Context: an optimization exercise on an open-source flow, tuned for small area, a short achievable clock period and few clock cycles. The choices shown serve that exercise and are no tape-out recipe.
Function was not checked in any run shown here: the RTL went through the layout flow alone.
No activity file was given, so power comes from the tool's default toggle rates.

==> flow/design.v <==
module fa_cell (input a, input b, input c, output s, output co);
assign s = a ^ b ^ c;
assign co = (a & b) | (a & c) | (b & c);
endmodule
module ha_cell (input a, input b, output s, output co);
assign s = a ^ b;
assign co = a & b;
endmodule
module dot4_s1 (input [31:0] a, input [47:0] sel, output [29:0] cs);
wire s1_1 = a[0] ^ sel[2];
wire s1_2 = a[1] ^ sel[2];
wire s1_3 = a[2] ^ sel[2];
wire s1_4 = a[3] ^ sel[2];
wire s1_5 = a[4] ^ sel[2];
wire s1_6 = a[5] ^ sel[2];
wire s1_7 = a[6] ^ sel[2];
wire s1_8 = a[7] ^ sel[2];
wire s1_9 = ~((sel[0] & s1_1) | (sel[1] & sel[2]));
wire s1_10 = ~((sel[0] & s1_2) | (sel[1] & s1_1));
wire s1_11 = ~((sel[0] & s1_3) | (sel[1] & s1_2));
wire s1_12 = ~((sel[0] & s1_4) | (sel[1] & s1_3));
wire s1_13 = ~((sel[0] & s1_5) | (sel[1] & s1_4));
wire s1_14 = ~((sel[0] & s1_6) | (sel[1] & s1_5));
wire s1_15 = ~((sel[0] & s1_7) | (sel[1] & s1_6));
wire s1_16 = ~((sel[0] & s1_8) | (sel[1] & s1_7));
wire s1_17 = (sel[0] | sel[1]) & s1_8;
wire s1_18 = a[0] ^ sel[5];
wire s1_19 = a[1] ^ sel[5];
wire s1_20 = a[2] ^ sel[5];
wire s1_21 = a[3] ^ sel[5];
wire s1_22 = a[4] ^ sel[5];
wire s1_23 = a[5] ^ sel[5];
wire s1_24 = a[6] ^ sel[5];
wire s1_25 = a[7] ^ sel[5];
wire s1_26 = ~((sel[3] & s1_18) | (sel[4] & sel[5]));
wire s1_27 = ~((sel[3] & s1_19) | (sel[4] & s1_18));
wire s1_28 = ~((sel[3] & s1_20) | (sel[4] & s1_19));
wire s1_29 = ~((sel[3] & s1_21) | (sel[4] & s1_20));
wire s1_30 = ~((sel[3] & s1_22) | (sel[4] & s1_21));
wire s1_31 = ~((sel[3] & s1_23) | (sel[4] & s1_22));
wire s1_32 = ~((sel[3] & s1_24) | (sel[4] & s1_23));
wire s1_33 = ~((sel[3] & s1_25) | (sel[4] & s1_24));
wire s1_34 = (sel[3] | sel[4]) & s1_25;
wire s1_35 = a[0] ^ sel[8];
wire s1_36 = a[1] ^ sel[8];
wire s1_37 = a[2] ^ sel[8];
wire s1_38 = a[3] ^ sel[8];
wire s1_39 = a[4] ^ sel[8];
wire s1_40 = a[5] ^ sel[8];
wire s1_41 = a[6] ^ sel[8];
wire s1_42 = a[7] ^ sel[8];
wire s1_43 = ~((sel[6] & s1_35) | (sel[7] & sel[8]));
wire s1_44 = ~((sel[6] & s1_36) | (sel[7] & s1_35));
wire s1_45 = ~((sel[6] & s1_37) | (sel[7] & s1_36));
wire s1_46 = ~((sel[6] & s1_38) | (sel[7] & s1_37));
wire s1_47 = ~((sel[6] & s1_39) | (sel[7] & s1_38));
wire s1_48 = ~((sel[6] & s1_40) | (sel[7] & s1_39));
wire s1_49 = ~((sel[6] & s1_41) | (sel[7] & s1_40));
wire s1_50 = ~((sel[6] & s1_42) | (sel[7] & s1_41));
wire s1_51 = (sel[6] | sel[7]) & s1_42;
wire s1_52 = a[0] ^ sel[11];
wire s1_53 = a[1] ^ sel[11];
wire s1_54 = a[2] ^ sel[11];
wire s1_55 = a[3] ^ sel[11];
wire s1_56 = a[4] ^ sel[11];
wire s1_57 = a[5] ^ sel[11];
wire s1_58 = a[6] ^ sel[11];
wire s1_59 = a[7] ^ sel[11];
wire s1_60 = ~((sel[9] & s1_52) | (sel[10] & sel[11]));
wire s1_61 = ~((sel[9] & s1_53) | (sel[10] & s1_52));
wire s1_62 = ~((sel[9] & s1_54) | (sel[10] & s1_53));
wire s1_63 = ~((sel[9] & s1_55) | (sel[10] & s1_54));
wire s1_64 = ~((sel[9] & s1_56) | (sel[10] & s1_55));
wire s1_65 = ~((sel[9] & s1_57) | (sel[10] & s1_56));
wire s1_66 = ~((sel[9] & s1_58) | (sel[10] & s1_57));
wire s1_67 = ~((sel[9] & s1_59) | (sel[10] & s1_58));
wire s1_68 = (sel[9] | sel[10]) & s1_59;
wire s1_69 = a[8] ^ sel[14];
wire s1_70 = a[9] ^ sel[14];
wire s1_71 = a[10] ^ sel[14];
wire s1_72 = a[11] ^ sel[14];
wire s1_73 = a[12] ^ sel[14];
wire s1_74 = a[13] ^ sel[14];
wire s1_75 = a[14] ^ sel[14];
wire s1_76 = a[15] ^ sel[14];
wire s1_77 = ~((sel[12] & s1_69) | (sel[13] & sel[14]));
wire s1_78 = ~((sel[12] & s1_70) | (sel[13] & s1_69));
wire s1_79 = ~((sel[12] & s1_71) | (sel[13] & s1_70));
wire s1_80 = ~((sel[12] & s1_72) | (sel[13] & s1_71));
wire s1_81 = ~((sel[12] & s1_73) | (sel[13] & s1_72));
wire s1_82 = ~((sel[12] & s1_74) | (sel[13] & s1_73));
wire s1_83 = ~((sel[12] & s1_75) | (sel[13] & s1_74));
wire s1_84 = ~((sel[12] & s1_76) | (sel[13] & s1_75));
wire s1_85 = (sel[12] | sel[13]) & s1_76;
wire s1_86 = a[8] ^ sel[17];
wire s1_87 = a[9] ^ sel[17];
wire s1_88 = a[10] ^ sel[17];
wire s1_89 = a[11] ^ sel[17];
wire s1_90 = a[12] ^ sel[17];
wire s1_91 = a[13] ^ sel[17];
wire s1_92 = a[14] ^ sel[17];
wire s1_93 = a[15] ^ sel[17];
wire s1_94 = ~((sel[15] & s1_86) | (sel[16] & sel[17]));
wire s1_95 = ~((sel[15] & s1_87) | (sel[16] & s1_86));
wire s1_96 = ~((sel[15] & s1_88) | (sel[16] & s1_87));
wire s1_97 = ~((sel[15] & s1_89) | (sel[16] & s1_88));
wire s1_98 = ~((sel[15] & s1_90) | (sel[16] & s1_89));
wire s1_99 = ~((sel[15] & s1_91) | (sel[16] & s1_90));
wire s1_100 = ~((sel[15] & s1_92) | (sel[16] & s1_91));
wire s1_101 = ~((sel[15] & s1_93) | (sel[16] & s1_92));
wire s1_102 = (sel[15] | sel[16]) & s1_93;
wire s1_103 = a[8] ^ sel[20];
wire s1_104 = a[9] ^ sel[20];
wire s1_105 = a[10] ^ sel[20];
wire s1_106 = a[11] ^ sel[20];
wire s1_107 = a[12] ^ sel[20];
wire s1_108 = a[13] ^ sel[20];
wire s1_109 = a[14] ^ sel[20];
wire s1_110 = a[15] ^ sel[20];
wire s1_111 = ~((sel[18] & s1_103) | (sel[19] & sel[20]));
wire s1_112 = ~((sel[18] & s1_104) | (sel[19] & s1_103));
wire s1_113 = ~((sel[18] & s1_105) | (sel[19] & s1_104));
wire s1_114 = ~((sel[18] & s1_106) | (sel[19] & s1_105));
wire s1_115 = ~((sel[18] & s1_107) | (sel[19] & s1_106));
wire s1_116 = ~((sel[18] & s1_108) | (sel[19] & s1_107));
wire s1_117 = ~((sel[18] & s1_109) | (sel[19] & s1_108));
wire s1_118 = ~((sel[18] & s1_110) | (sel[19] & s1_109));
wire s1_119 = (sel[18] | sel[19]) & s1_110;
wire s1_120 = a[8] ^ sel[23];
wire s1_121 = a[9] ^ sel[23];
wire s1_122 = a[10] ^ sel[23];
wire s1_123 = a[11] ^ sel[23];
wire s1_124 = a[12] ^ sel[23];
wire s1_125 = a[13] ^ sel[23];
wire s1_126 = a[14] ^ sel[23];
wire s1_127 = a[15] ^ sel[23];
wire s1_128 = ~((sel[21] & s1_120) | (sel[22] & sel[23]));
wire s1_129 = ~((sel[21] & s1_121) | (sel[22] & s1_120));
wire s1_130 = ~((sel[21] & s1_122) | (sel[22] & s1_121));
wire s1_131 = ~((sel[21] & s1_123) | (sel[22] & s1_122));
wire s1_132 = ~((sel[21] & s1_124) | (sel[22] & s1_123));
wire s1_133 = ~((sel[21] & s1_125) | (sel[22] & s1_124));
wire s1_134 = ~((sel[21] & s1_126) | (sel[22] & s1_125));
wire s1_135 = ~((sel[21] & s1_127) | (sel[22] & s1_126));
wire s1_136 = (sel[21] | sel[22]) & s1_127;
wire s1_137 = a[16] ^ sel[26];
wire s1_138 = a[17] ^ sel[26];
wire s1_139 = a[18] ^ sel[26];
wire s1_140 = a[19] ^ sel[26];
wire s1_141 = a[20] ^ sel[26];
wire s1_142 = a[21] ^ sel[26];
wire s1_143 = a[22] ^ sel[26];
wire s1_144 = a[23] ^ sel[26];
wire s1_145 = ~((sel[24] & s1_137) | (sel[25] & sel[26]));
wire s1_146 = ~((sel[24] & s1_138) | (sel[25] & s1_137));
wire s1_147 = ~((sel[24] & s1_139) | (sel[25] & s1_138));
wire s1_148 = ~((sel[24] & s1_140) | (sel[25] & s1_139));
wire s1_149 = ~((sel[24] & s1_141) | (sel[25] & s1_140));
wire s1_150 = ~((sel[24] & s1_142) | (sel[25] & s1_141));
wire s1_151 = ~((sel[24] & s1_143) | (sel[25] & s1_142));
wire s1_152 = ~((sel[24] & s1_144) | (sel[25] & s1_143));
wire s1_153 = (sel[24] | sel[25]) & s1_144;
wire s1_154 = a[16] ^ sel[29];
wire s1_155 = a[17] ^ sel[29];
wire s1_156 = a[18] ^ sel[29];
wire s1_157 = a[19] ^ sel[29];
wire s1_158 = a[20] ^ sel[29];
wire s1_159 = a[21] ^ sel[29];
wire s1_160 = a[22] ^ sel[29];
wire s1_161 = a[23] ^ sel[29];
wire s1_162 = ~((sel[27] & s1_154) | (sel[28] & sel[29]));
wire s1_163 = ~((sel[27] & s1_155) | (sel[28] & s1_154));
wire s1_164 = ~((sel[27] & s1_156) | (sel[28] & s1_155));
wire s1_165 = ~((sel[27] & s1_157) | (sel[28] & s1_156));
wire s1_166 = ~((sel[27] & s1_158) | (sel[28] & s1_157));
wire s1_167 = ~((sel[27] & s1_159) | (sel[28] & s1_158));
wire s1_168 = ~((sel[27] & s1_160) | (sel[28] & s1_159));
wire s1_169 = ~((sel[27] & s1_161) | (sel[28] & s1_160));
wire s1_170 = (sel[27] | sel[28]) & s1_161;
wire s1_171 = a[16] ^ sel[32];
wire s1_172 = a[17] ^ sel[32];
wire s1_173 = a[18] ^ sel[32];
wire s1_174 = a[19] ^ sel[32];
wire s1_175 = a[20] ^ sel[32];
wire s1_176 = a[21] ^ sel[32];
wire s1_177 = a[22] ^ sel[32];
wire s1_178 = a[23] ^ sel[32];
wire s1_179 = ~((sel[30] & s1_171) | (sel[31] & sel[32]));
wire s1_180 = ~((sel[30] & s1_172) | (sel[31] & s1_171));
wire s1_181 = ~((sel[30] & s1_173) | (sel[31] & s1_172));
wire s1_182 = ~((sel[30] & s1_174) | (sel[31] & s1_173));
wire s1_183 = ~((sel[30] & s1_175) | (sel[31] & s1_174));
wire s1_184 = ~((sel[30] & s1_176) | (sel[31] & s1_175));
wire s1_185 = ~((sel[30] & s1_177) | (sel[31] & s1_176));
wire s1_186 = ~((sel[30] & s1_178) | (sel[31] & s1_177));
wire s1_187 = (sel[30] | sel[31]) & s1_178;
wire s1_188 = a[16] ^ sel[35];
wire s1_189 = a[17] ^ sel[35];
wire s1_190 = a[18] ^ sel[35];
wire s1_191 = a[19] ^ sel[35];
wire s1_192 = a[20] ^ sel[35];
wire s1_193 = a[21] ^ sel[35];
wire s1_194 = a[22] ^ sel[35];
wire s1_195 = a[23] ^ sel[35];
wire s1_196 = ~((sel[33] & s1_188) | (sel[34] & sel[35]));
wire s1_197 = ~((sel[33] & s1_189) | (sel[34] & s1_188));
wire s1_198 = ~((sel[33] & s1_190) | (sel[34] & s1_189));
wire s1_199 = ~((sel[33] & s1_191) | (sel[34] & s1_190));
wire s1_200 = ~((sel[33] & s1_192) | (sel[34] & s1_191));
wire s1_201 = ~((sel[33] & s1_193) | (sel[34] & s1_192));
wire s1_202 = ~((sel[33] & s1_194) | (sel[34] & s1_193));
wire s1_203 = ~((sel[33] & s1_195) | (sel[34] & s1_194));
wire s1_204 = (sel[33] | sel[34]) & s1_195;
wire s1_205 = a[24] ^ sel[38];
wire s1_206 = a[25] ^ sel[38];
wire s1_207 = a[26] ^ sel[38];
wire s1_208 = a[27] ^ sel[38];
wire s1_209 = a[28] ^ sel[38];
wire s1_210 = a[29] ^ sel[38];
wire s1_211 = a[30] ^ sel[38];
wire s1_212 = a[31] ^ sel[38];
wire s1_213 = ~((sel[36] & s1_205) | (sel[37] & sel[38]));
wire s1_214 = ~((sel[36] & s1_206) | (sel[37] & s1_205));
wire s1_215 = ~((sel[36] & s1_207) | (sel[37] & s1_206));
wire s1_216 = ~((sel[36] & s1_208) | (sel[37] & s1_207));
wire s1_217 = ~((sel[36] & s1_209) | (sel[37] & s1_208));
wire s1_218 = ~((sel[36] & s1_210) | (sel[37] & s1_209));
wire s1_219 = ~((sel[36] & s1_211) | (sel[37] & s1_210));
wire s1_220 = ~((sel[36] & s1_212) | (sel[37] & s1_211));
wire s1_221 = (sel[36] | sel[37]) & s1_212;
wire s1_222 = a[24] ^ sel[41];
wire s1_223 = a[25] ^ sel[41];
wire s1_224 = a[26] ^ sel[41];
wire s1_225 = a[27] ^ sel[41];
wire s1_226 = a[28] ^ sel[41];
wire s1_227 = a[29] ^ sel[41];
wire s1_228 = a[30] ^ sel[41];
wire s1_229 = a[31] ^ sel[41];
wire s1_230 = ~((sel[39] & s1_222) | (sel[40] & sel[41]));
wire s1_231 = ~((sel[39] & s1_223) | (sel[40] & s1_222));
wire s1_232 = ~((sel[39] & s1_224) | (sel[40] & s1_223));
wire s1_233 = ~((sel[39] & s1_225) | (sel[40] & s1_224));
wire s1_234 = ~((sel[39] & s1_226) | (sel[40] & s1_225));
wire s1_235 = ~((sel[39] & s1_227) | (sel[40] & s1_226));
wire s1_236 = ~((sel[39] & s1_228) | (sel[40] & s1_227));
wire s1_237 = ~((sel[39] & s1_229) | (sel[40] & s1_228));
wire s1_238 = (sel[39] | sel[40]) & s1_229;
wire s1_239 = a[24] ^ sel[44];
wire s1_240 = a[25] ^ sel[44];
wire s1_241 = a[26] ^ sel[44];
wire s1_242 = a[27] ^ sel[44];
wire s1_243 = a[28] ^ sel[44];
wire s1_244 = a[29] ^ sel[44];
wire s1_245 = a[30] ^ sel[44];
wire s1_246 = a[31] ^ sel[44];
wire s1_247 = ~((sel[42] & s1_239) | (sel[43] & sel[44]));
wire s1_248 = ~((sel[42] & s1_240) | (sel[43] & s1_239));
wire s1_249 = ~((sel[42] & s1_241) | (sel[43] & s1_240));
wire s1_250 = ~((sel[42] & s1_242) | (sel[43] & s1_241));
wire s1_251 = ~((sel[42] & s1_243) | (sel[43] & s1_242));
wire s1_252 = ~((sel[42] & s1_244) | (sel[43] & s1_243));
wire s1_253 = ~((sel[42] & s1_245) | (sel[43] & s1_244));
wire s1_254 = ~((sel[42] & s1_246) | (sel[43] & s1_245));
wire s1_255 = (sel[42] | sel[43]) & s1_246;
wire s1_256 = a[24] ^ sel[47];
wire s1_257 = a[25] ^ sel[47];
wire s1_258 = a[26] ^ sel[47];
wire s1_259 = a[27] ^ sel[47];
wire s1_260 = a[28] ^ sel[47];
wire s1_261 = a[29] ^ sel[47];
wire s1_262 = a[30] ^ sel[47];
wire s1_263 = a[31] ^ sel[47];
wire s1_264 = ~((sel[45] & s1_256) | (sel[46] & sel[47]));
wire s1_265 = ~((sel[45] & s1_257) | (sel[46] & s1_256));
wire s1_266 = ~((sel[45] & s1_258) | (sel[46] & s1_257));
wire s1_267 = ~((sel[45] & s1_259) | (sel[46] & s1_258));
wire s1_268 = ~((sel[45] & s1_260) | (sel[46] & s1_259));
wire s1_269 = ~((sel[45] & s1_261) | (sel[46] & s1_260));
wire s1_270 = ~((sel[45] & s1_262) | (sel[46] & s1_261));
wire s1_271 = ~((sel[45] & s1_263) | (sel[46] & s1_262));
wire s1_272 = (sel[45] | sel[46]) & s1_263;
wire s1_273, s1_274;
fa_cell s1_273_u (.a(~sel[26]), .b(~sel[14]), .c(~sel[2]), .s(s1_273), .co(s1_274));
wire s1_275, s1_276;
fa_cell s1_275_u (.a(s1_77), .b(s1_9), .c(~sel[38]), .s(s1_275), .co(s1_276));
wire s1_277, s1_278;
fa_cell s1_277_u (.a(s1_273), .b(s1_213), .c(s1_145), .s(s1_277), .co(s1_278));
wire s1_279, s1_280;
fa_cell s1_279_u (.a(s1_277), .b(s1_275), .c(1'b1), .s(s1_279), .co(s1_280));
wire s1_281, s1_282;
fa_cell s1_281_u (.a(s1_146), .b(s1_78), .c(s1_10), .s(s1_281), .co(s1_282));
wire s1_283, s1_284;
fa_cell s1_283_u (.a(s1_276), .b(s1_274), .c(s1_214), .s(s1_283), .co(s1_284));
wire s1_285, s1_286;
fa_cell s1_285_u (.a(s1_280), .b(s1_278), .c(s1_281), .s(s1_285), .co(s1_286));
wire s1_287, s1_288;
fa_cell s1_287_u (.a(s1_285), .b(s1_283), .c(1'b1), .s(s1_287), .co(s1_288));
wire s1_289, s1_290;
fa_cell s1_289_u (.a(~sel[29]), .b(~sel[17]), .c(~sel[5]), .s(s1_289), .co(s1_290));
wire s1_291, s1_292;
fa_cell s1_291_u (.a(s1_26), .b(s1_11), .c(~sel[41]), .s(s1_291), .co(s1_292));
wire s1_293, s1_294;
fa_cell s1_293_u (.a(s1_147), .b(s1_94), .c(s1_79), .s(s1_293), .co(s1_294));
wire s1_295, s1_296;
fa_cell s1_295_u (.a(s1_230), .b(s1_215), .c(s1_162), .s(s1_295), .co(s1_296));
wire s1_297, s1_298;
fa_cell s1_297_u (.a(s1_291), .b(s1_282), .c(s1_289), .s(s1_297), .co(s1_298));
wire s1_299, s1_300;
fa_cell s1_299_u (.a(s1_284), .b(s1_295), .c(s1_293), .s(s1_299), .co(s1_300));
wire s1_301, s1_302;
fa_cell s1_301_u (.a(s1_299), .b(s1_286), .c(s1_297), .s(s1_301), .co(s1_302));
wire s1_303, s1_304;
fa_cell s1_303_u (.a(s1_301), .b(s1_288), .c(1'b1), .s(s1_303), .co(s1_304));
wire s1_305, s1_306;
fa_cell s1_305_u (.a(s1_80), .b(s1_27), .c(s1_12), .s(s1_305), .co(s1_306));
wire s1_307, s1_308;
fa_cell s1_307_u (.a(s1_163), .b(s1_148), .c(s1_95), .s(s1_307), .co(s1_308));
wire s1_309, s1_310;
fa_cell s1_309_u (.a(s1_290), .b(s1_231), .c(s1_216), .s(s1_309), .co(s1_310));
wire s1_311, s1_312;
fa_cell s1_311_u (.a(s1_296), .b(s1_294), .c(s1_292), .s(s1_311), .co(s1_312));
wire s1_313, s1_314;
fa_cell s1_313_u (.a(s1_309), .b(s1_307), .c(s1_305), .s(s1_313), .co(s1_314));
wire s1_315, s1_316;
fa_cell s1_315_u (.a(s1_313), .b(s1_311), .c(s1_298), .s(s1_315), .co(s1_316));
wire s1_317, s1_318;
fa_cell s1_317_u (.a(s1_302), .b(s1_315), .c(s1_300), .s(s1_317), .co(s1_318));
wire s1_319, s1_320;
fa_cell s1_319_u (.a(s1_317), .b(s1_304), .c(1'b1), .s(s1_319), .co(s1_320));
wire s1_321, s1_322;
fa_cell s1_321_u (.a(~sel[32]), .b(~sel[20]), .c(~sel[8]), .s(s1_321), .co(s1_322));
wire s1_323, s1_324;
fa_cell s1_323_u (.a(s1_28), .b(s1_13), .c(~sel[44]), .s(s1_323), .co(s1_324));
wire s1_325, s1_326;
fa_cell s1_325_u (.a(s1_96), .b(s1_81), .c(s1_43), .s(s1_325), .co(s1_326));
wire s1_327, s1_328;
fa_cell s1_327_u (.a(s1_164), .b(s1_149), .c(s1_111), .s(s1_327), .co(s1_328));
wire s1_329, s1_330;
fa_cell s1_329_u (.a(s1_232), .b(s1_217), .c(s1_179), .s(s1_329), .co(s1_330));
wire s1_331, s1_332;
fa_cell s1_331_u (.a(s1_306), .b(s1_321), .c(s1_247), .s(s1_331), .co(s1_332));
wire s1_333, s1_334;
fa_cell s1_333_u (.a(s1_325), .b(s1_323), .c(s1_308), .s(s1_333), .co(s1_334));
wire s1_335, s1_336;
fa_cell s1_335_u (.a(s1_310), .b(s1_329), .c(s1_327), .s(s1_335), .co(s1_336));
wire s1_337, s1_338;
fa_cell s1_337_u (.a(s1_333), .b(s1_331), .c(s1_312), .s(s1_337), .co(s1_338));
wire s1_339, s1_340;
fa_cell s1_339_u (.a(s1_337), .b(s1_335), .c(s1_314), .s(s1_339), .co(s1_340));
wire s1_341, s1_342;
fa_cell s1_341_u (.a(s1_318), .b(s1_339), .c(s1_316), .s(s1_341), .co(s1_342));
wire s1_343, s1_344;
fa_cell s1_343_u (.a(s1_44), .b(s1_29), .c(s1_14), .s(s1_343), .co(s1_344));
wire s1_345, s1_346;
fa_cell s1_345_u (.a(s1_112), .b(s1_97), .c(s1_82), .s(s1_345), .co(s1_346));
wire s1_347, s1_348;
fa_cell s1_347_u (.a(s1_180), .b(s1_165), .c(s1_150), .s(s1_347), .co(s1_348));
wire s1_349, s1_350;
fa_cell s1_349_u (.a(s1_248), .b(s1_233), .c(s1_218), .s(s1_349), .co(s1_350));
wire s1_351, s1_352;
fa_cell s1_351_u (.a(s1_326), .b(s1_324), .c(s1_322), .s(s1_351), .co(s1_352));
wire s1_353, s1_354;
fa_cell s1_353_u (.a(s1_343), .b(s1_330), .c(s1_328), .s(s1_353), .co(s1_354));
wire s1_355, s1_356;
fa_cell s1_355_u (.a(s1_349), .b(s1_347), .c(s1_345), .s(s1_355), .co(s1_356));
wire s1_357, s1_358;
fa_cell s1_357_u (.a(s1_351), .b(s1_334), .c(s1_332), .s(s1_357), .co(s1_358));
wire s1_359, s1_360;
fa_cell s1_359_u (.a(s1_336), .b(s1_355), .c(s1_353), .s(s1_359), .co(s1_360));
wire s1_361, s1_362;
fa_cell s1_361_u (.a(s1_359), .b(s1_338), .c(s1_357), .s(s1_361), .co(s1_362));
wire s1_363, s1_364;
fa_cell s1_363_u (.a(s1_361), .b(s1_340), .c(1'b1), .s(s1_363), .co(s1_364));
wire s1_365, s1_366;
fa_cell s1_365_u (.a(~sel[35]), .b(~sel[23]), .c(~sel[11]), .s(s1_365), .co(s1_366));
wire s1_367, s1_368;
fa_cell s1_367_u (.a(s1_30), .b(s1_15), .c(~sel[47]), .s(s1_367), .co(s1_368));
wire s1_369, s1_370;
fa_cell s1_369_u (.a(s1_83), .b(s1_60), .c(s1_45), .s(s1_369), .co(s1_370));
wire s1_371, s1_372;
fa_cell s1_371_u (.a(s1_128), .b(s1_113), .c(s1_98), .s(s1_371), .co(s1_372));
wire s1_373, s1_374;
fa_cell s1_373_u (.a(s1_181), .b(s1_166), .c(s1_151), .s(s1_373), .co(s1_374));
wire s1_375, s1_376;
fa_cell s1_375_u (.a(s1_234), .b(s1_219), .c(s1_196), .s(s1_375), .co(s1_376));
wire s1_377, s1_378;
fa_cell s1_377_u (.a(s1_365), .b(s1_264), .c(s1_249), .s(s1_377), .co(s1_378));
wire s1_379, s1_380;
fa_cell s1_379_u (.a(s1_348), .b(s1_346), .c(s1_344), .s(s1_379), .co(s1_380));
wire s1_381, s1_382;
fa_cell s1_381_u (.a(s1_369), .b(s1_367), .c(s1_350), .s(s1_381), .co(s1_382));
wire s1_383, s1_384;
fa_cell s1_383_u (.a(s1_375), .b(s1_373), .c(s1_371), .s(s1_383), .co(s1_384));
wire s1_385, s1_386;
fa_cell s1_385_u (.a(s1_354), .b(s1_352), .c(s1_377), .s(s1_385), .co(s1_386));
wire s1_387, s1_388;
fa_cell s1_387_u (.a(s1_381), .b(s1_379), .c(s1_356), .s(s1_387), .co(s1_388));
wire s1_389, s1_390;
fa_cell s1_389_u (.a(s1_385), .b(s1_358), .c(s1_383), .s(s1_389), .co(s1_390));
wire s1_391, s1_392;
fa_cell s1_391_u (.a(s1_389), .b(s1_387), .c(s1_360), .s(s1_391), .co(s1_392));
wire s1_393, s1_394;
fa_cell s1_393_u (.a(s1_364), .b(s1_362), .c(1'b1), .s(s1_393), .co(s1_394));
wire s1_395, s1_396;
fa_cell s1_395_u (.a(s1_46), .b(s1_31), .c(s1_16), .s(s1_395), .co(s1_396));
wire s1_397, s1_398;
fa_cell s1_397_u (.a(s1_99), .b(s1_84), .c(s1_61), .s(s1_397), .co(s1_398));
wire s1_399, s1_400;
fa_cell s1_399_u (.a(s1_152), .b(s1_129), .c(s1_114), .s(s1_399), .co(s1_400));
wire s1_401, s1_402;
fa_cell s1_401_u (.a(s1_197), .b(s1_182), .c(s1_167), .s(s1_401), .co(s1_402));
wire s1_403, s1_404;
fa_cell s1_403_u (.a(s1_250), .b(s1_235), .c(s1_220), .s(s1_403), .co(s1_404));
wire s1_405, s1_406;
fa_cell s1_405_u (.a(s1_368), .b(s1_366), .c(s1_265), .s(s1_405), .co(s1_406));
wire s1_407, s1_408;
fa_cell s1_407_u (.a(s1_374), .b(s1_372), .c(s1_370), .s(s1_407), .co(s1_408));
wire s1_409, s1_410;
fa_cell s1_409_u (.a(s1_397), .b(s1_395), .c(s1_376), .s(s1_409), .co(s1_410));
wire s1_411, s1_412;
fa_cell s1_411_u (.a(s1_403), .b(s1_401), .c(s1_399), .s(s1_411), .co(s1_412));
wire s1_413, s1_414;
fa_cell s1_413_u (.a(s1_382), .b(s1_380), .c(s1_378), .s(s1_413), .co(s1_414));
wire s1_415, s1_416;
fa_cell s1_415_u (.a(s1_407), .b(s1_405), .c(s1_384), .s(s1_415), .co(s1_416));
wire s1_417, s1_418;
fa_cell s1_417_u (.a(s1_386), .b(s1_411), .c(s1_409), .s(s1_417), .co(s1_418));
wire s1_419, s1_420;
fa_cell s1_419_u (.a(s1_388), .b(s1_415), .c(s1_413), .s(s1_419), .co(s1_420));
wire s1_421, s1_422;
fa_cell s1_421_u (.a(s1_419), .b(s1_390), .c(s1_417), .s(s1_421), .co(s1_422));
wire s1_423, s1_424;
fa_cell s1_423_u (.a(s1_421), .b(s1_392), .c(1'b1), .s(s1_423), .co(s1_424));
wire s1_425, s1_426;
fa_cell s1_425_u (.a(s1_47), .b(s1_32), .c(s1_17), .s(s1_425), .co(s1_426));
wire s1_427, s1_428;
fa_cell s1_427_u (.a(s1_100), .b(s1_85), .c(s1_62), .s(s1_427), .co(s1_428));
wire s1_429, s1_430;
fa_cell s1_429_u (.a(s1_153), .b(s1_130), .c(s1_115), .s(s1_429), .co(s1_430));
wire s1_431, s1_432;
fa_cell s1_431_u (.a(s1_198), .b(s1_183), .c(s1_168), .s(s1_431), .co(s1_432));
wire s1_433, s1_434;
fa_cell s1_433_u (.a(s1_251), .b(s1_236), .c(s1_221), .s(s1_433), .co(s1_434));
wire s1_435, s1_436;
fa_cell s1_435_u (.a(s1_398), .b(s1_396), .c(s1_266), .s(s1_435), .co(s1_436));
wire s1_437, s1_438;
fa_cell s1_437_u (.a(s1_404), .b(s1_402), .c(s1_400), .s(s1_437), .co(s1_438));
wire s1_439, s1_440;
fa_cell s1_439_u (.a(s1_429), .b(s1_427), .c(s1_425), .s(s1_439), .co(s1_440));
wire s1_441, s1_442;
fa_cell s1_441_u (.a(s1_406), .b(s1_433), .c(s1_431), .s(s1_441), .co(s1_442));
wire s1_443, s1_444;
fa_cell s1_443_u (.a(s1_412), .b(s1_410), .c(s1_408), .s(s1_443), .co(s1_444));
wire s1_445, s1_446;
fa_cell s1_445_u (.a(s1_439), .b(s1_437), .c(s1_435), .s(s1_445), .co(s1_446));
wire s1_447, s1_448;
fa_cell s1_447_u (.a(s1_441), .b(s1_416), .c(s1_414), .s(s1_447), .co(s1_448));
wire s1_449, s1_450;
fa_cell s1_449_u (.a(s1_418), .b(s1_445), .c(s1_443), .s(s1_449), .co(s1_450));
wire s1_451, s1_452;
fa_cell s1_451_u (.a(s1_449), .b(s1_447), .c(s1_420), .s(s1_451), .co(s1_452));
wire s1_453, s1_454;
fa_cell s1_453_u (.a(s1_63), .b(s1_48), .c(s1_33), .s(s1_453), .co(s1_454));
wire s1_455, s1_456;
fa_cell s1_455_u (.a(s1_131), .b(s1_116), .c(s1_101), .s(s1_455), .co(s1_456));
wire s1_457, s1_458;
fa_cell s1_457_u (.a(s1_199), .b(s1_184), .c(s1_169), .s(s1_457), .co(s1_458));
wire s1_459, s1_460;
fa_cell s1_459_u (.a(s1_267), .b(s1_252), .c(s1_237), .s(s1_459), .co(s1_460));
wire s1_461, s1_462;
fa_cell s1_461_u (.a(s1_430), .b(s1_428), .c(s1_426), .s(s1_461), .co(s1_462));
wire s1_463, s1_464;
fa_cell s1_463_u (.a(s1_453), .b(s1_434), .c(s1_432), .s(s1_463), .co(s1_464));
wire s1_465, s1_466;
fa_cell s1_465_u (.a(s1_459), .b(s1_457), .c(s1_455), .s(s1_465), .co(s1_466));
wire s1_467, s1_468;
fa_cell s1_467_u (.a(s1_440), .b(s1_438), .c(s1_436), .s(s1_467), .co(s1_468));
wire s1_469, s1_470;
fa_cell s1_469_u (.a(s1_465), .b(s1_463), .c(s1_461), .s(s1_469), .co(s1_470));
wire s1_471, s1_472;
fa_cell s1_471_u (.a(s1_467), .b(s1_444), .c(s1_442), .s(s1_471), .co(s1_472));
wire s1_473, s1_474;
fa_cell s1_473_u (.a(s1_448), .b(s1_469), .c(s1_446), .s(s1_473), .co(s1_474));
wire s1_475, s1_476;
fa_cell s1_475_u (.a(s1_473), .b(s1_450), .c(s1_471), .s(s1_475), .co(s1_476));
wire s1_477, s1_478;
assign s1_477 = s1_49 ^ s1_34;
assign s1_478 = s1_49 & s1_34;
wire s1_479, s1_480;
fa_cell s1_479_u (.a(s1_117), .b(s1_102), .c(s1_64), .s(s1_479), .co(s1_480));
wire s1_481, s1_482;
fa_cell s1_481_u (.a(s1_185), .b(s1_170), .c(s1_132), .s(s1_481), .co(s1_482));
wire s1_483, s1_484;
fa_cell s1_483_u (.a(s1_253), .b(s1_238), .c(s1_200), .s(s1_483), .co(s1_484));
wire s1_485, s1_486;
fa_cell s1_485_u (.a(s1_456), .b(s1_454), .c(s1_268), .s(s1_485), .co(s1_486));
wire s1_487, s1_488;
fa_cell s1_487_u (.a(s1_477), .b(s1_460), .c(s1_458), .s(s1_487), .co(s1_488));
wire s1_489, s1_490;
fa_cell s1_489_u (.a(s1_483), .b(s1_481), .c(s1_479), .s(s1_489), .co(s1_490));
wire s1_491, s1_492;
fa_cell s1_491_u (.a(s1_466), .b(s1_464), .c(s1_462), .s(s1_491), .co(s1_492));
wire s1_493, s1_494;
fa_cell s1_493_u (.a(s1_489), .b(s1_487), .c(s1_485), .s(s1_493), .co(s1_494));
wire s1_495, s1_496;
fa_cell s1_495_u (.a(s1_470), .b(s1_491), .c(s1_468), .s(s1_495), .co(s1_496));
wire s1_497, s1_498;
fa_cell s1_497_u (.a(s1_495), .b(s1_472), .c(s1_493), .s(s1_497), .co(s1_498));
wire s1_499, s1_500;
fa_cell s1_499_u (.a(s1_497), .b(s1_474), .c(1'b1), .s(s1_499), .co(s1_500));
wire s1_501, s1_502;
assign s1_501 = s1_65 ^ s1_50;
assign s1_502 = s1_65 & s1_50;
wire s1_503, s1_504;
fa_cell s1_503_u (.a(s1_186), .b(s1_133), .c(s1_118), .s(s1_503), .co(s1_504));
wire s1_505, s1_506;
fa_cell s1_505_u (.a(s1_269), .b(s1_254), .c(s1_201), .s(s1_505), .co(s1_506));
wire s1_507, s1_508;
fa_cell s1_507_u (.a(s1_482), .b(s1_480), .c(s1_478), .s(s1_507), .co(s1_508));
wire s1_509, s1_510;
fa_cell s1_509_u (.a(s1_503), .b(s1_501), .c(s1_484), .s(s1_509), .co(s1_510));
wire s1_511, s1_512;
fa_cell s1_511_u (.a(s1_488), .b(s1_486), .c(s1_505), .s(s1_511), .co(s1_512));
wire s1_513, s1_514;
fa_cell s1_513_u (.a(s1_509), .b(s1_507), .c(s1_490), .s(s1_513), .co(s1_514));
wire s1_515, s1_516;
fa_cell s1_515_u (.a(s1_494), .b(s1_511), .c(s1_492), .s(s1_515), .co(s1_516));
wire s1_517, s1_518;
fa_cell s1_517_u (.a(s1_515), .b(s1_496), .c(s1_513), .s(s1_517), .co(s1_518));
wire s1_519, s1_520;
fa_cell s1_519_u (.a(s1_517), .b(s1_498), .c(1'b1), .s(s1_519), .co(s1_520));
wire s1_521, s1_522;
fa_cell s1_521_u (.a(s1_119), .b(s1_66), .c(s1_51), .s(s1_521), .co(s1_522));
wire s1_523, s1_524;
fa_cell s1_523_u (.a(s1_202), .b(s1_187), .c(s1_134), .s(s1_523), .co(s1_524));
wire s1_525, s1_526;
fa_cell s1_525_u (.a(s1_502), .b(s1_270), .c(s1_255), .s(s1_525), .co(s1_526));
wire s1_527, s1_528;
fa_cell s1_527_u (.a(s1_521), .b(s1_506), .c(s1_504), .s(s1_527), .co(s1_528));
wire s1_529, s1_530;
fa_cell s1_529_u (.a(s1_510), .b(s1_508), .c(s1_523), .s(s1_529), .co(s1_530));
wire s1_531, s1_532;
fa_cell s1_531_u (.a(s1_512), .b(s1_527), .c(s1_525), .s(s1_531), .co(s1_532));
wire s1_533, s1_534;
fa_cell s1_533_u (.a(s1_531), .b(s1_514), .c(s1_529), .s(s1_533), .co(s1_534));
wire s1_535, s1_536;
fa_cell s1_535_u (.a(s1_518), .b(s1_533), .c(s1_516), .s(s1_535), .co(s1_536));
wire s1_537, s1_538;
assign s1_537 = s1_135 ^ s1_67;
assign s1_538 = s1_135 & s1_67;
wire s1_539, s1_540;
fa_cell s1_539_u (.a(s1_522), .b(s1_271), .c(s1_203), .s(s1_539), .co(s1_540));
wire s1_541, s1_542;
fa_cell s1_541_u (.a(s1_526), .b(s1_537), .c(s1_524), .s(s1_541), .co(s1_542));
wire s1_543, s1_544;
fa_cell s1_543_u (.a(s1_530), .b(s1_539), .c(s1_528), .s(s1_543), .co(s1_544));
wire s1_545, s1_546;
fa_cell s1_545_u (.a(s1_543), .b(s1_532), .c(s1_541), .s(s1_545), .co(s1_546));
wire s1_547, s1_548;
fa_cell s1_547_u (.a(s1_545), .b(s1_534), .c(1'b1), .s(s1_547), .co(s1_548));
wire s1_549, s1_550;
fa_cell s1_549_u (.a(s1_204), .b(s1_136), .c(s1_68), .s(s1_549), .co(s1_550));
wire s1_551, s1_552;
fa_cell s1_551_u (.a(s1_549), .b(s1_538), .c(s1_272), .s(s1_551), .co(s1_552));
wire s1_553, s1_554;
fa_cell s1_553_u (.a(s1_542), .b(s1_551), .c(s1_540), .s(s1_553), .co(s1_554));
wire s1_555, s1_556;
fa_cell s1_555_u (.a(s1_546), .b(s1_553), .c(s1_544), .s(s1_555), .co(s1_556));
wire s1_557 = s1_552 ^ s1_550 ^ 1'b0;
assign cs[0] = s1_279;
assign cs[1] = s1_287;
assign cs[2] = s1_303;
assign cs[3] = s1_319;
assign cs[4] = s1_320;
assign cs[5] = s1_341;
assign cs[6] = s1_363;
assign cs[7] = s1_342;
assign cs[8] = s1_391;
assign cs[9] = s1_393;
assign cs[10] = s1_394;
assign cs[11] = s1_423;
assign cs[12] = s1_422;
assign cs[13] = s1_424;
assign cs[14] = s1_451;
assign cs[15] = s1_452;
assign cs[16] = s1_475;
assign cs[17] = s1_476;
assign cs[18] = s1_499;
assign cs[19] = s1_500;
assign cs[20] = s1_519;
assign cs[21] = s1_520;
assign cs[22] = s1_535;
assign cs[23] = s1_547;
assign cs[24] = s1_536;
assign cs[25] = s1_548;
assign cs[26] = s1_555;
assign cs[27] = s1_557;
assign cs[28] = s1_554;
assign cs[29] = s1_556;
endmodule
module dot4_s2 (input [29:0] cs, output [15:0] y);
wire s2_1, s2_2;
fa_cell s2_1_u (.a(cs[14]), .b(cs[13]), .c(cs[12]), .s(s2_1), .co(s2_2));
wire s2_3, s2_4;
fa_cell s2_3_u (.a(cs[16]), .b(cs[15]), .c(1'b1), .s(s2_3), .co(s2_4));
wire s2_5, s2_6;
fa_cell s2_5_u (.a(cs[18]), .b(cs[17]), .c(1'b1), .s(s2_5), .co(s2_6));
wire s2_7, s2_8;
fa_cell s2_7_u (.a(cs[20]), .b(cs[19]), .c(1'b1), .s(s2_7), .co(s2_8));
wire s2_9, s2_10;
fa_cell s2_9_u (.a(cs[22]), .b(cs[21]), .c(1'b1), .s(s2_9), .co(s2_10));
wire s2_11, s2_12;
fa_cell s2_11_u (.a(cs[24]), .b(cs[23]), .c(1'b1), .s(s2_11), .co(s2_12));
wire s2_13, s2_14;
fa_cell s2_13_u (.a(cs[26]), .b(cs[25]), .c(1'b1), .s(s2_13), .co(s2_14));
wire s2_15 = cs[29] ^ cs[28] ^ cs[27];
wire [11:0] r0 = {s2_14, s2_12, s2_10, s2_8, s2_6, s2_4, s2_3, s2_1, cs[10], cs[8], cs[6], cs[4]};
wire [11:0] r1 = {s2_15, s2_13, s2_11, s2_9, s2_7, s2_5, s2_2, 1'b1, cs[11], cs[9], cs[7], cs[5]};
wire [11:0] hi = ~(r0 + r1 + 1'b1);
assign y = {hi, ~{cs[3], cs[2], cs[1], cs[0]}};
endmodule
module sys_array_fetcher
#(parameter DATA_WIDTH=8,
parameter ARRAY_W=4,
parameter ARRAY_L=4)
(input  clock,
    input  reset_n,
    input  load_params,
    input  start_comp,
    input  [DATA_WIDTH*ARRAY_W*ARRAY_L - 1:0] input_data_a,
    input  [DATA_WIDTH*ARRAY_W*ARRAY_L - 1:0] input_data_b,
    output reg ready,
    output [2*DATA_WIDTH*ARRAY_W*ARRAY_W-1:0] out_data);
localparam CSW = 30;
reg [191:0] sel;                  
wire [191:0] sel_next;
reg [16*CSW-1:0] cs;              
wire [16*CSW-1:0] cs_next;
genvar i, j;
generate
    for (i = 0; i < 64; i = i + 1) begin : booth
        wire b1 = input_data_b[2*i+1];
        wire b0 = input_data_b[2*i];
        wire bm;
        if (i % 4 == 0) begin : lsb
            assign bm = 1'b0;
        end else begin : mid
            assign bm = input_data_b[2*i-1];
        end
        assign sel_next[3*i]   = b0 ^ bm;
        assign sel_next[3*i+1] = (b1 & ~b0 & ~bm) | (~b1 & b0 & bm);
        assign sel_next[3*i+2] = b1 & ~(b0 & bm);
    end
endgenerate
generate
    for (i = 0; i < 4; i = i + 1) begin : row
        for (j = 0; j < 4; j = j + 1) begin : col
            dot4_s1 s1 (.a(input_data_a[32*j +: 32]), .sel(sel[48*i +: 48]),
                        .cs(cs_next[CSW*(4*i+j) +: CSW]));
            dot4_s2 s2 (.cs(cs[CSW*(4*i+j) +: CSW]), .y(out_data[16*(4*i+j) +: 16]));
        end
    end
endgenerate
always @(posedge clock) begin
    if (~reset_n) begin
        sel <= 192'd0;
        ready <= 1'b0;
    end else begin
        if (load_params) sel <= sel_next;
        if (start_comp) ready <= 1'b1;
    end
    if (start_comp) cs <= cs_next;
end
endmodule
==> flow/flow/run.sh <==
#!/bin/bash
# The standard ORFS layout (the standard.sh, standard synthesis included),
# except that the input and output ports are buffered with buf_4 cells
# instead of buffer_ports' default choice.
set -euo pipefail
export BUFFER_PORTS_ARGS="-buffer_cell sky130_fd_sc_hd__buf_4"
bash standard.sh finish > standard.log 2>&1
==> flow/standard.sh <==
#!/bin/bash
# synth_recipe.tcl (not shown) runs the flow's synth.tcl, then flattens the netlist and writes it again
# the make line also repeats each setting of config.mk as NAME=value (left out here)
make -C /OpenROAD-flow-scripts/flow DESIGN_CONFIG=/design/flow/config.mk WORK_HOME=/design/flow/orfs CLKGATE_MAP_FILE= SYNTH_SCRIPT=/design/flow/synth_recipe.tcl "${@:-finish}"
==> flow/config.mk <==
export PLATFORM = sky130hd
export DESIGN_NAME = sys_array_fetcher
export DESIGN_NICKNAME = sys_array_fetcher
export VERILOG_FILES = /design/flow/design.v
export SDC_FILE = /design/flow/constraint.sdc
export NUM_CORES = 4
export LEC_CHECK = 0
export CAP_MARGIN = 20
export CORE_MARGIN = 2
export CORE_UTILIZATION = 40
export SETUP_SLACK_MARGIN = 1.5
export SLEW_MARGIN = 20
export SYNTH_HIERARCHICAL = 1
==> flow/constraint.sdc <==
create_clock -name core_clock -period 6.5 [get_ports {clock}]
set_input_delay 1.3000 -clock core_clock [delete_from_list [all_inputs] [get_ports {clock}]]
set_output_delay 1.3000 -clock core_clock [all_outputs]
set_load 0.01 [all_outputs]
==> results of run 1 <==
==> registers in the layout, indices dropped and copies added, names as in the netlist <==
signal / cells
cs: 480
sel: 192
ready: 1
==> Yosys stat by module (local to each module, per instance) <==
module / flip-flops and latches / copies in the design / cell area, µm²
dot4_s2: 0 / 16 / 556
dot4_s1: 0 / 16 / 3030
sys_array_fetcher: 673 / 1 / 23200
fa_cell: 0 / 2336 / 20.0
==> layer usage <==
layer	global-route usage (%)	vias to the layer above	wire [µm]
met1	38.0	48500	186000
met3	8.65	1500	57200
met4	19.4	35	38800
li1	-	38400	-
met2	44.3	6621	209000
met5	0.208	-	323
==> layout make-up <==
class	instances	area, µm²	area share [%]
Sequential cell	673	18600	13.9
Clock buffer	132	2700	2.02
Antenna cell	24	60.1	0.0450
Clock inverter	44	470	0.352
Tap cell	4180	5230	3.91
Multi-Input combinational cell	9201	98600	73.8
Timing Repair Buffer	777	6340	4.75
Inverter	432	1620	1.21
==> through the flow <==
step	util [%]	hold WS, ns	instances	setup WS [ns]
after detailed placement	41.0	0.492	15300	0.829
after global placement	41.0	0.481	15300	0.809
after CTS	42.0	0.505	15400	1.47
final	42.1	0.498	15500	1.49
after floorplan	-	0.478	11800	1.48
after global routing	42.1	0.529	15500	1.50
==> layout by cell type, fill, tap and decap left out, types with 96 or more instances in the layout <==
master	count
o22ai_1	128
clkbuf_16	101
a21oi_1	317
conb_1	256
nand2b_1	96
a22oi_1	1712
nand3b_1	128
buf_4	734
edfxtp_1	480
nor2b_1	304
a221o_1	112
fa_1	2208
xnor2_1	238
xor2_1	1832
o21ai_0	154
ha_1	253
inv_1	384
nor2_1	448
fa_2	144
dfxtp_2	110
==> final timing paths <==
kind / from / endpoint / slack, ns / cells after the start
setup reg to reg: sel[4] / cs[41] / 1.49 / 8
hold reg to reg: ready / ready / 0.50 / 1
hold / removal: ready / ready / 0.50 / 1
setup / recovery: sel[4] / cs[41] / 1.49 / 8
==> what timing repair did <==
action / 4_1_cts / 5_1_grt
setup buffers: 0 / 5
gates resized for setup: 16 / 33
setup endpoints to repair: 27 / 104
pin swaps: 1 / 5
gates cloned: 0 / 0
==> power groups by stage <==
stage                     sequential [W]  combinational (W)  clock, W
after global placement            0.0100             0.0472         0
after global routing              0.0102             0.0532   0.00576
after detailed placement          0.0101             0.0479         0
after floorplan                  0.00917             0.0395         0
final                             0.0100             0.0480   0.00547
after CTS                         0.0100             0.0484   0.00563
==> kinds of logic (layout without fill, tap and decap cells) <==
group                    count (synthesis)  in the layout
AO/OA/AOI/OAI                         2849           2849
XOR/XNOR                              2112           2112
adder cells (fa/ha/maj)               2608           2608
buffers and inverters                 1911           1385
flip-flops                             673            673
multiplexers                            80             80
other                                   32            280
AND/OR/NAND/NOR                       1296           1296
==> load_flow_metrics.sql, run 1 <==
INSERT INTO impl_metrics (metric_group, metric, value, unit) VALUES
('critical_path', 'critPathCaptureType', 'flop', ''),
('grt', 'grt_start_max_net_pins', '144', ''),
('logic_synthesis', 'netlist-cell-type-count', '52', ''),
('route', 'routedWlPerCell', '31.8', 'µm'),
('sta', 'unrepaired_setup_endpoints_after_global_routing', 'false', ''),
('cts', 'cts-buffers-inserted', '97', ''),
('logic_synthesis', 'synth_compound_area_share', '15.9', '%'),
('placed_design', 'dpl.hpwl', '373', 'mm'),
('logic_synthesis', 'synth_async_sr_flop_share', '0', '%'),
('die', 'pin_count', '517', ''),
('sta', 'final_hold_viol_count', '0', ''),
('power', 'netSwitchingPower', '0.0309', 'W'),
('cts', 'clkSlewWorstSetupHoldPaths', '0.06', 'ns'),
('power', 'power_leakage', '46.8', 'nW'),
('route', 'first_iter_violations', '13300', ''),
('sta', 'skew', '0.0791', 'ns'),
('power', 'comb_power_share', '75.6', '%'),
('power', 'cell_internal_pwr', '0.0326', 'W'),
('cts', 'tritoncts', 'done', ''),
('logic_synthesis', 'ys.warnings.count', '7', ''),
('cts', 'cts_hold_buffers', '0', ''),
('power', 'pwr-share-clk', '8.6', '%'),
('critical_path', 'timing.critical_path.arrival', '5.55', 'ns'),
('sta', 'slew_viol_final', '0', ''),
('sta', 'final.period_utilization', '77.0', '%'),
('logic_synthesis', 'yosys.area.top_type', 'fa_1', ''),
('die', 'initial_core_util', '40.1', '%'),
('critical_path', 'timing.critical_path.slowest_stage_cell', 'dfxtp_2', ''),
('logic_synthesis', 'edff_count_synth', '480', ''),
('grt', 'grt_pass1_wl', '702', 'mm'),
('grt', 'grt_overflow', '0', ''),
('logic_synthesis', 'yosys_register_bits', '673', ''),
('layout', 'nets', '14100', ''),
('cts', 'clkLatencyLatePin', '0.88', 'ns'),
('sta', 'maximum_clock_frequency', '200', 'MHz'),
('critical_path', 'crit_fanout', '29', ''),
('logic_synthesis', 'synth.yosys.seq_area_share', '14.4', '%'),
('run_status', 'status', 'no timing/DRC/antenna violations', ''),
('logic_synthesis', 'synth_xor_xnor_area_share', '14.5', '%'),
('route', 'postRouteWirelength', '492', 'mm'),
('placed_design', 'gp_routability_congestion', '1.00', ''),
('route', 'via_count', '95000', ''),
('worst_hold_path', 'hold_path.class', 'flop to flop', ''),
('placed_design', 'instance_area_at_placement', '130000', 'µm²'),
('layout', 'total_of_fill_cells_in_the_finished_design', '30000', ''),
('logic_synthesis', 'post_synth_inst_count', '11600', ''),
('logic_synthesis', 'fraction_of_the_mapped_netlist_area_in_simple_logic_gates', '5.57', '%'),
('layout', 'finish.instance_area', '134000', 'µm²'),
('die', 'dieHeight', '568', 'µm'),
('grt', 'first_global_vias', '99800', ''),
('route', 'drt-vias-per-instance', '6.15', ''),
('placed_design', 'numPortBuffers', '516', ''),
('grt', 'grt_use_total', '29.9', '%'),
('critical_path', 'slowest_delay', '1.03', 'ns'),
('critical_path', 'worst-endpoint-required', '7.04', 'ns'),
('layout', 'layout-area-overhead-vs-synth', '4.98', '%'),
('critical_path', 'cp_top_family', 'adder cells', ''),
('cts', 'clkSinkCount', '673', ''),
('cts', 'cts_max_path_buffers', '4', ''),
('logic_synthesis', 'yosys.area_share.adder', '39.5', '%'),
('power', 'irDropWorstVdd', '0.000631', 'V'),
('power', 'finalPower', '0.0635', 'W'),
('logic_synthesis', 'netlist_top_cells_count', 'fa_1, xor2_1, a22oi_1', ''),
('run', 'max-cap-violations', '0', ''),
('sta', 'final_setup_vio_count', '0', ''),
('layout', 'final_layout_size_suffix_gt1_share', '12.6', '%'),
('power', 'seq_power_share', '15.8', '%'),
('logic_synthesis', 'yosys_most_used_dff', 'edfxtp_1', ''),
('critical_path', 'critPathLaunchType', 'flop', ''),
('die', 'die-area', '323000', 'µm²'),
('die', 'core_area', '317000', 'µm²');
==> run 2, diff against run 1 <==
--- a/flow/config.mk
+++ b/flow/config.mk
@@ -7,7 +7,7 @@
 export LEC_CHECK = 0
 export CAP_MARGIN = 20
 export CORE_MARGIN = 2
-export CORE_UTILIZATION = 40
+export CORE_UTILIZATION = 55
 export SETUP_SLACK_MARGIN = 1.5
 export SLEW_MARGIN = 20
 export SYNTH_HIERARCHICAL = 1
==> load_flow_metrics.sql, run 2 <==
INSERT INTO impl_metrics (metric_group, metric, value, unit) VALUES
('grt', 'grt_start_max_net_pins', '140', ''),
('grt', 'grt_overflow', '0', ''),
('layout', 'nets', '14000', ''),
('critical_path', 'worst-endpoint-required', '5.20', 'ns'),
('layout', 'largest_register_ff_count', '480', ''),
('critical_path', 'r2r_setup_slack', '1.53', 'ns'),
('cts', 'clkLatencyLatePin', '0.82', 'ns'),
('logic_synthesis', 'yosys_most_used_dff', 'edfxtp_1', ''),
('critical_path', 'critical_path.reg2reg.startpoint', 'sel[128]', ''),
('die', 'pin_count', '517', ''),
('layout', 'total_of_fill_cells_in_the_finished_design', '19700', ''),
('run', 'max-cap-violations', '0', ''),
('placed_design', 'gp_routability_congestion', '1.00', ''),
('worst_hold_path', 'worst_hold_endpoint', 'ready', ''),
('layout', 'register_area', '18500', 'µm²'),
('route', 'first_iter_violations', '12100', ''),
('critical_path', 'reg2regPathDepth', '9', ''),
('logic_synthesis', 'ys.warnings.count', '7', ''),
('placed_design', 'place.detailed.instances', '14100', ''),
('logic_synthesis', 'edff_count_synth', '480', ''),
('critical_path', 'cp_top_family', 'compound AO/OA/AOI/OAI gates', ''),
('sta', 'maximum_clock_frequency', '201', 'MHz'),
('grt', 'first_global_vias', '99800', ''),
('grt', 'grt_use_total', '40.0', '%'),
('critical_path', 'slowest_delay', '0.76', 'ns'),
('sta', 'final_hold_viol_count', '0', ''),
('logic_synthesis', 'synth_async_sr_flop_share', '0', '%'),
('layout', 'largest_register', 'cs', ''),
('critical_path', 'timing.critical_path.arrival', '3.68', 'ns'),
('die', 'initial_core_util', '55.3', '%'),
('die', 'core_area', '230000', 'µm²'),
('sta', 'final.period_utilization', '76.7', '%'),
('cts', 'cts-root-buf', 'clkbuf_16', ''),
('sta', 'skew', '0.0564', 'ns'),
('layout', 'layout-area-overhead-vs-synth', '3.74', '%'),
('layout', 'mostFrequentLayoutCell', 'fa_1', ''),
('route', 'via_count', '94900', ''),
('cts', 'cts-buffers-inserted', '93', ''),
('route', 'drt-vias-per-instance', '6.65', ''),
('sta', 'unrepaired_setup_endpoints_after_global_routing', 'true', ''),
('run_status', 'status', 'no timing/DRC/antenna violations', ''),
('layout', 'final_cells', '14300', ''),
('critical_path', 'worst_r2r_end', 'cs[341]', ''),
('placed_design', 'dpl.hpwl', '348', 'mm'),
('cts', 'clkSlewWorstSetupHoldPaths', '0.06', 'ns'),
('logic_synthesis', 'synth.yosys.seq_area_share', '14.4', '%'),
('layout', 'multiInputGateArea', '98600', 'µm²'),
('die', 'die-area', '235000', 'µm²'),
('critical_path', 'timing.critical_path.slowest_stage_cell', 'o211ai_1', ''),
('critical_path', 'critPathLaunchType', 'flop', ''),
('sta', 'timing.max_slew.rel_slack', '14.0', '%'),
('cts', 'cts_max_path_buffers', '3', ''),
('critical_path', 'timing.setup.critical_path_class', 'flop to output port', ''),
('cts', 'clkSinkCount', '673', ''),
('route', 'postRouteWirelength', '472', 'mm'),
('critical_path', 'crit_fanout', '6', ''),
('cts', 'cts_setup_buffers', '0', ''),
('worst_hold_path', 'hold_path.class', 'flop to flop', ''),
('sta', 'final_setup_vio_count', '0', ''),
('cts', 'tritoncts', 'done', ''),
('route', 'routedWlPerCell', '33.1', 'µm'),
('logic_synthesis', 'netlist-cell-type-count', '52', ''),
('layout', 'largest_registers', 'cs: 480 flops, sel: 192 flops, ready: 1 flops', ''),
('logic_synthesis', 'post_synth_inst_count', '11600', ''),
('logic_synthesis', 'netlist_top_cells_count', 'fa_1, xor2_1, a22oi_1', ''),
('grt', 'grt_pass1_wl', '682', 'mm'),
('worst_hold_path', 'min_from', 'ready', ''),
('layout', 'final_layout_size_suffix_gt1_share', '12.3', '%'),
('layout', 'layout_common_cells', 'fa_1, xor2_1, a22oi_1', ''),
('die', 'dieHeight', '485', 'µm'),
('critical_path', 'critPathCaptureType', 'output port', '');
==> run 2: cell counts after synthesis <==
Identical to the previous run, type by type.
==> run 2: cell type report <==
type | instances | share of cell area (%)
clock buffer | 118 | 1.96
clock inverter | 56 | 0.457
timing repair buffer | 764 | 4.78
multi-input combinational | 9201 | 74.7
inverter | 432 | 1.23
tap | 3026 | 2.87
antenna | 10 | 0.0190
sequential | 673 | 14.0
==> run 2: kinds of logic (layout without fill, tap and decap cells) <==
kind of cell	Yosys count	count (layout)	share of synthesized area, %
compound gates	2849	2849	15.9
xor+xnor	2112	2112	14.5
fa+ha+maj	2608	2608	39.5
buf+inv	1911	1370	9.37
flops	673	673	14.4
mux	80	80	0.629
other cells	32	266	0.0944
simple gates	1296	1296	5.57
==> run 2: power breakdown <==
part / switching [W] / internal, W
Combinational: 0.0263 / 0.0209
Clock: 0.00242 / 0.00313
Sequential: 0.00161 / 0.00843
Total: 0.0303 / 0.0325
==> run 2: worst max path at each step <==
stage                     cells past startpoint               from       endpoint
after detailed placement                      9   input_data_a[27]        cs[140]
after global placement                        9   input_data_a[27]        cs[140]
after floorplan                              10  input_data_a[109]        cs[101]
after CTS                                     8            cs[196]  out_data[111]
after global routing                          9           sel[128]        cs[341]
final                                         7            cs[196]  out_data[111]
==> run 2: metrics by stage <==
step	hold slack (ns)	instance area [µm²]	setup WS [ns]	total power, W	util (%)
floorplan	0.478	129000	1.48	0.0487	-
global placement	0.456	129000	0.897	0.0561	55.9
detailed placement	0.463	129000	0.890	0.0570	55.9
CTS	0.477	132000	1.47	0.0629	57.3
global route	0.496	132000	1.47	0.0682	57.4
finish	0.470	132000	1.52	0.0628	57.4
==> run 2: layer usage <==
metal | vias to the layer above | routed length (µm) | global-route usage [%]
met4 | 4 | 40300 | 27.4
met5 | - | 21 | 0
met2 | 6598 | 205000 | 60.0
met3 | 1676 | 54100 | 10.4
met1 | 48300 | 173000 | 50.9
li1 | 38400 | - | -
==> run 2: what timing repair did <==
action                                  4_1_cts  5_1_grt
endpoints found under the setup margin       11       74
hold buffers                                  0        0
resized for setup                             7       25
pin swaps                                     1        3
cloned                                        0        0
==> run 2: modules after synthesis, one instance, submodules excluded <==
module | cell area, µm² | flops+latches
dot4_s1 | 3030 | 0
fa_cell | 20.0 | 0
sys_array_fetcher | 23200 | 673
dot4_s2 | 556 | 0
==> run 2: worst register-to-register path: stages, from the launching register on <==
cell     delay (ns)
dfxtp_2        0.84
buf_12         0.29
xor2_1         0.29
a22oi_1        0.13
fa_1           0.52
fa_1           0.55
fa_1           0.52
fa_1           0.53
fa_1           0.44
fa_1           0.56

==> what the ideal ports hide <==
In the flow no input, the clock included, has a driving cell. The finished layouts below were timed again as built, in two steps.
Step 1 (the two cells are an assumption about what drives the block):
set clk [get_ports {clock}]
set_driving_cell -lib_cell sky130_fd_sc_hd__clkbuf_16 $clk
set_driving_cell -lib_cell sky130_fd_sc_hd__buf_2 [delete_from_list [all_inputs] $clk]
Step 2, shift: input delay + t, output delay - t, t = (earliest + latest rising clock arrival at the registers) / 2. This alone moves slack from input paths to output paths.
Three values: ideal, step 1, step 2; two values: the first two.
| run | t, ns | setup WS [ns] | hold slack, ns | worst setup path at the end | slew at the worst register clock pin (ns) |
|---|---|---|---|---|---|
| run 1 | 0.943 | 1.493 / 1.452 / 0.620 | 0.498 / 0.498 / 0.498 | input to register | 0.07 / 0.07 |
| run 2 | 0.885 | 1.516 / 1.421 / 0.741 | 0.470 / 0.470 / 0.470 | input to register | 0.08 / 0.08 |
After both steps every run listed still meets setup and hold. For run 1, which loses most, drivers alone change the setup slack by -0.041 ns; drivers and shift together by -0.873 ns.
